Source: an optimization exercise on an open RTL-to-GDS flow (aim: small area and a short achievable clock period). Production flows keep margins and buffers that such runs may drop.
Function was not checked in any run shown here: the RTL went through the layout flow alone.

==> flow/design.v, too long to show whole: its modules and the start of the top module <==
// module DCT: 3467 lines
// module dct_fa: 6 lines
// module dct_ha: 6 lines
// module dct_ao: 5 lines
// module dct_and: 5 lines
// module dct_not: 5 lines
module DCT(clk,rst_n,ena,done,
  data_in0,data_in1,data_in2,data_in3,data_in4,data_in5,data_in6,data_in7,
  data_out0,data_out1,data_out2,data_out3,data_out4,data_out5,data_out6,data_out7);
  // ...
==> flow/flow/run.sh <==
#!/bin/bash
# The standard layout, with plain buf_1 cells as the input/output port buffers
# (the standard flow picks a larger delay-buffer cell for them).
set -euo pipefail
export BUFFER_PORTS_ARGS="-buffer_cell sky130_fd_sc_hd__buf_1"
bash standard.sh > standard.log 2>&1
==> flow/standard.sh <==
#!/bin/bash
# synth_recipe.tcl (not shown) runs the flow's synth.tcl, then flattens the netlist and writes it again
# the make line also repeats each setting of config.mk as NAME=value (left out here)
make -C /OpenROAD-flow-scripts/flow DESIGN_CONFIG=/design/flow/config.mk WORK_HOME=/design/flow/orfs CLKGATE_MAP_FILE= SYNTH_SCRIPT=/design/flow/synth_recipe.tcl "${@:-finish}"
==> flow/config.mk <==
export PLATFORM = sky130hd
export DESIGN_NAME = DCT
export DESIGN_NICKNAME = DCT
export VERILOG_FILES = /design/flow/design.v
export SDC_FILE = /design/flow/constraint.sdc
export NUM_CORES = 4
export LEC_CHECK = 0
export CAP_MARGIN = 20
export CORE_MARGIN = 2
export CORE_UTILIZATION = 40
export SETUP_SLACK_MARGIN = 1.5
export SLEW_MARGIN = 20
export SYNTH_HIERARCHICAL = 1
export SYNTH_MINIMUM_KEEP_SIZE = 0
==> flow/constraint.sdc <==
create_clock -name core_clock -period 4.5 [get_ports {clk}]
set_input_delay 0.9000 -clock core_clock [delete_from_list [all_inputs] [get_ports {clk}]]
set_output_delay 0.9000 -clock core_clock [all_outputs]
set_load 0.01 [all_outputs]
==> results_dict.tcl, run 1 <==
set metrics [dict create \
    num-multi-input-gates 1236 \
    synth.most_common_cell "dfxtp_1" \
    grtUsageTotal 0.1639 \
    outcome "finished clean" \
    bufAreaShareNonClock 0.02995 \
    worst_setup_path_start_kind "input pin" \
    clk_path_buf_depth 3 \
    met1Wirelength_mm 23.76 \
    grt_pass1_vias 16390 \
    final_area_um2 29700 \
    first_pass_iters 5 \
    synth.largest_area_cell "dfxtp_1" \
    multi_input_area_share 0.5377 \
    dp_cells 3112 \
    nNonClkInverters 336 \
    fill_cells 6164 \
    synth_top_family_by_area "adder cells" \
    grt_first_pass_wirelength_mm 88.03 \
    grt_use_met1 0.2128 \
    final_cell_mix "fa_1, dfxtp_1, inv_1" \
    fin_crit_sh 0.6529 \
    top_usage_layer "met2" \
    utilization 0.4438 \
    slew_viol_final 0 \
    post_cts_buffers 0 \
    dieArea_um2 69430 \
    rsz0062_at_grt "no" \
]
==> run 2: changes to the inputs <==
--- a/flow/config.mk
+++ b/flow/config.mk
@@ -8,7 +8,9 @@
 export CAP_MARGIN = 20
 export CORE_MARGIN = 2
 export CORE_UTILIZATION = 40
-export SETUP_SLACK_MARGIN = 1.5
+export CTS_CLUSTER_DIAMETER = 70
+export CTS_CLUSTER_SIZE = 30
+export SETUP_SLACK_MARGIN = 1.75
 export SLEW_MARGIN = 20
 export SYNTH_HIERARCHICAL = 1
 export SYNTH_MINIMUM_KEEP_SIZE = 0
==> run 2 against run 1 <==
Against the previous run: final cell count increased by 0.37%; via count grew 0.44%; critical path depth stayed put; wire length up 1.4%; first-iteration DRC count grew 37%; design area grew 1.1%; critical path type unchanged; sequential cell count unchanged; still clean; critical endpoint unchanged.
==> results_dict.tcl, run 2 <==
set metrics [dict create \
    clk_path_buf_depth 3 \
    grt_first_pass_wirelength_mm 88.81 \
    outcome "finished clean" \
    fin_crit_sh 0.6164 \
    synth_area_leaders "dfxtp_1, fa_1, ha_1, a21o_1, xor2_1" \
    fp.dieH_um 263.5 \
    ys_ff_latch 438 \
    cp.required_ns 4.94 \
    synth_edf_count 0 \
    rsz0062_at_grt "yes" \
    drt_iter0_markers 537 \
    fmax_ghz 0.3605 \
    clk_pin_slew_worst_paths_ns 0.08 \
    vias_per_cell 4.497 \
    yosys_warnings 7 \
    die_w_um 263.5 \
    grtUsageTotal 0.1653 \
    final_common_cell "fa_1" \
    fin_nets 3061 \
    first_pass_iters 4 \
    place_hpwl_mm 44.91 \
    worstPathArrival_ns 3.22 \
    slew_viol_final 0 \
    insertion_delay_ns 0.57 \
    ys.flop_type "dfxtp_1" \
    io_buffers 225 \
    crit_type "input pin to flop" \
    cts_hold_buf 0 \
    grt_max_degree 29 \
    drcViolationCount 0 \
    worst_pin_slew_ns 0.5453 \
    setup_viol 0 \
    final_cell_mix "fa_1, dfxtp_1, inv_1" \
    hold_slack_ns 0.1229 \
    synth.most_common_cell "dfxtp_1" \
    antenna_found_initial 22 \
    pre_cts_ws_ns 0.9420 \
    hold_viol 0 \
    root_buffer "clkbuf_16" \
    num_vias 14510 \
    utilization 0.4486 \
    place_congestion 0.8211 \
    cts_tree "built" \
    min_period_ns 2.774 \
    numCtsBuffers 34 \
    fp-row-count 95 \
    wire_per_inst_um 17.01 \
    worst_slack_ns 1.726 \
    start_util 0.4025 \
    hold_class "input pin to asynchronous set/reset pin" \
    gr-total-overflow 0 \
    cts_max_level 2 \
    synth_seq_area_share 0.3261 \
    cp-startpoint "data_in2[3]" \
    synthesis.instances 2149 \
    drtAntennaViolNets 0 \
    syn-cell-area_um2 26940 \
    synth_common_cells "dfxtp_1, fa_1, inv_1" \
    setup_tns_ns 0 \
    worst_setup_path_start_kind "input pin" \
    fill_cells 6056 \
    r2r-start "ra_m0[6]" \
    synth.largest_area_cell "dfxtp_1" \
    synth_cell_types 12 \
    num_io_pins 228 \
    end_kind "flop" \
    core_area_um2 66920 \
    slew_headroom 0.6360 \
    syn_area_per_cell_um2 12.53 \
    reg2reg_depth 7 \
    fin_skew_ns 0.02589 \
    routed_wl_mm 54.89 \
    clock-sinks 438 \
    dieArea_um2 69430 \
    dp_cells 3112 \
    synth_top_area_frac 0.3233 \
    worstPathMaxFanout 3 \
    grt_pass1_vias 16430 \
    drive_above_1_share 0.1006 \
    drv_cap 0 \
    seqCellArea_um2 8896 \
    async_flop_share 0.006849 \
    syn2layout_area_growth_pct 11.46 \
    multi_input_area_um2 16160 \
    fin_cells 3226 \
]
[run 2: final timing paths]
path                        endpoint  slack, ns
min in group core_clock       ry2[0]       0.33
setup / recovery           ra_p12[9]       1.73
setup reg to reg             ryb5[8]       1.78
max in group asynchronous     vld[2]       4.23
hold / removal                vld[0]       0.12
hold reg to reg               ry2[0]       0.33
[run 2: worst max-delay path, stage by stage]
cell	delay (ns)
buf_8	0.10
fa_1	0.57
fa_1	0.47
ha_4	0.27
a21o_1	0.15
a21o_1	0.20
a21o_1	0.20
a21o_1	0.19
xor2_1	0.15
[run 2: final cells by class]
type,count,area share
multi-input cells,1236,0.5384
well taps,873,0.03638
inverters,336,0.04301
diodes,8,0.0006668
flip-flops and latches,438,0.2963
clock buffers,37,0.02975
clock inverters,24,0.01109
repair buffers,274,0.04442
[run 2: stage by stage]
step | area (µm²)
global placement | 28000
floorplan | 27080
finish | 30020
CTS | 29580
detailed placement | 28000
global route | 30020
[run 2: kinds of logic after synthesis]
group / share of synthesized area
xor gates and xnor gates: 0.05788
and+or+nand+nor: 0.02755
AOI/OAI and AO/OA: 0.07609
DFF: 0.3261
adders and majority gates: 0.4264
buffers and inverters: 0.08584
other: 0.0001392
[run 2: what timing repair did]
| item | 4_1_cts | 5_1_grt |
|---|---|---|
| hold endpoints to repair | 0 | 0 |
| endpoints found under the setup margin | 76 | 42 |
| setup buffers | 11 | 34 |
| resized for setup | 96 | 61 |
| pin swaps | 15 | 34 |
[run 2: routing by layer]
| metal | wire length (µm) | global-route usage |
|---|---|---|
| met5 | 204 | 0 |
| met2 | 26310 | 0.2736 |
| met4 | 1035 | 0.03722 |
| met3 | 3300 | 0.04714 |
| met1 | 24040 | 0.2148 |
[run 2: Yosys stat by module (local to each module, per instance)]
module | flops+latches | cells | area (µm²)
dct_and | 0 | 1 | 6.256
dct_fa | 0 | 1 | 20.02
dct_not | 0 | 1 | 3.754
dct_ha | 0 | 1 | 12.51
dct_ao | 0 | 1 | 7.507
DCT | 438 | 773 | 11480

==> re-timing with driven ports <==
In the flow no input, the clock included, has a driving cell. The finished layouts below were timed again as built, in two steps. Step 1 assumes that a clkbuf_16 drives the clock port and a buf_2 every other input. Step 2 moves the port delays by t, midway between the first and last clock arrival at a register: inputs arrive t later, outputs are due t later. That takes back most of the time a late clock gives input paths. Three values: no drivers, after step 1, after step 2; two values: the first two.
run	t (ns)	setup WS [ns]	hold WS [ns]	worst setup path at the end	clock arrival spread, ns
run 1	0.643	1.562 / 1.550 / 0.908	0.101 / 0.067 / 0.325	input to register	0.016 / 0.015
run 2	0.618	1.726 / 1.705 / 1.087	0.123 / 0.088 / 0.332	input to register	0.026 / 0.026
After both steps every run listed still meets setup and hold. For run 1, which loses most, drivers alone change the setup slack by -0.012 ns; drivers and shift together by -0.654 ns.
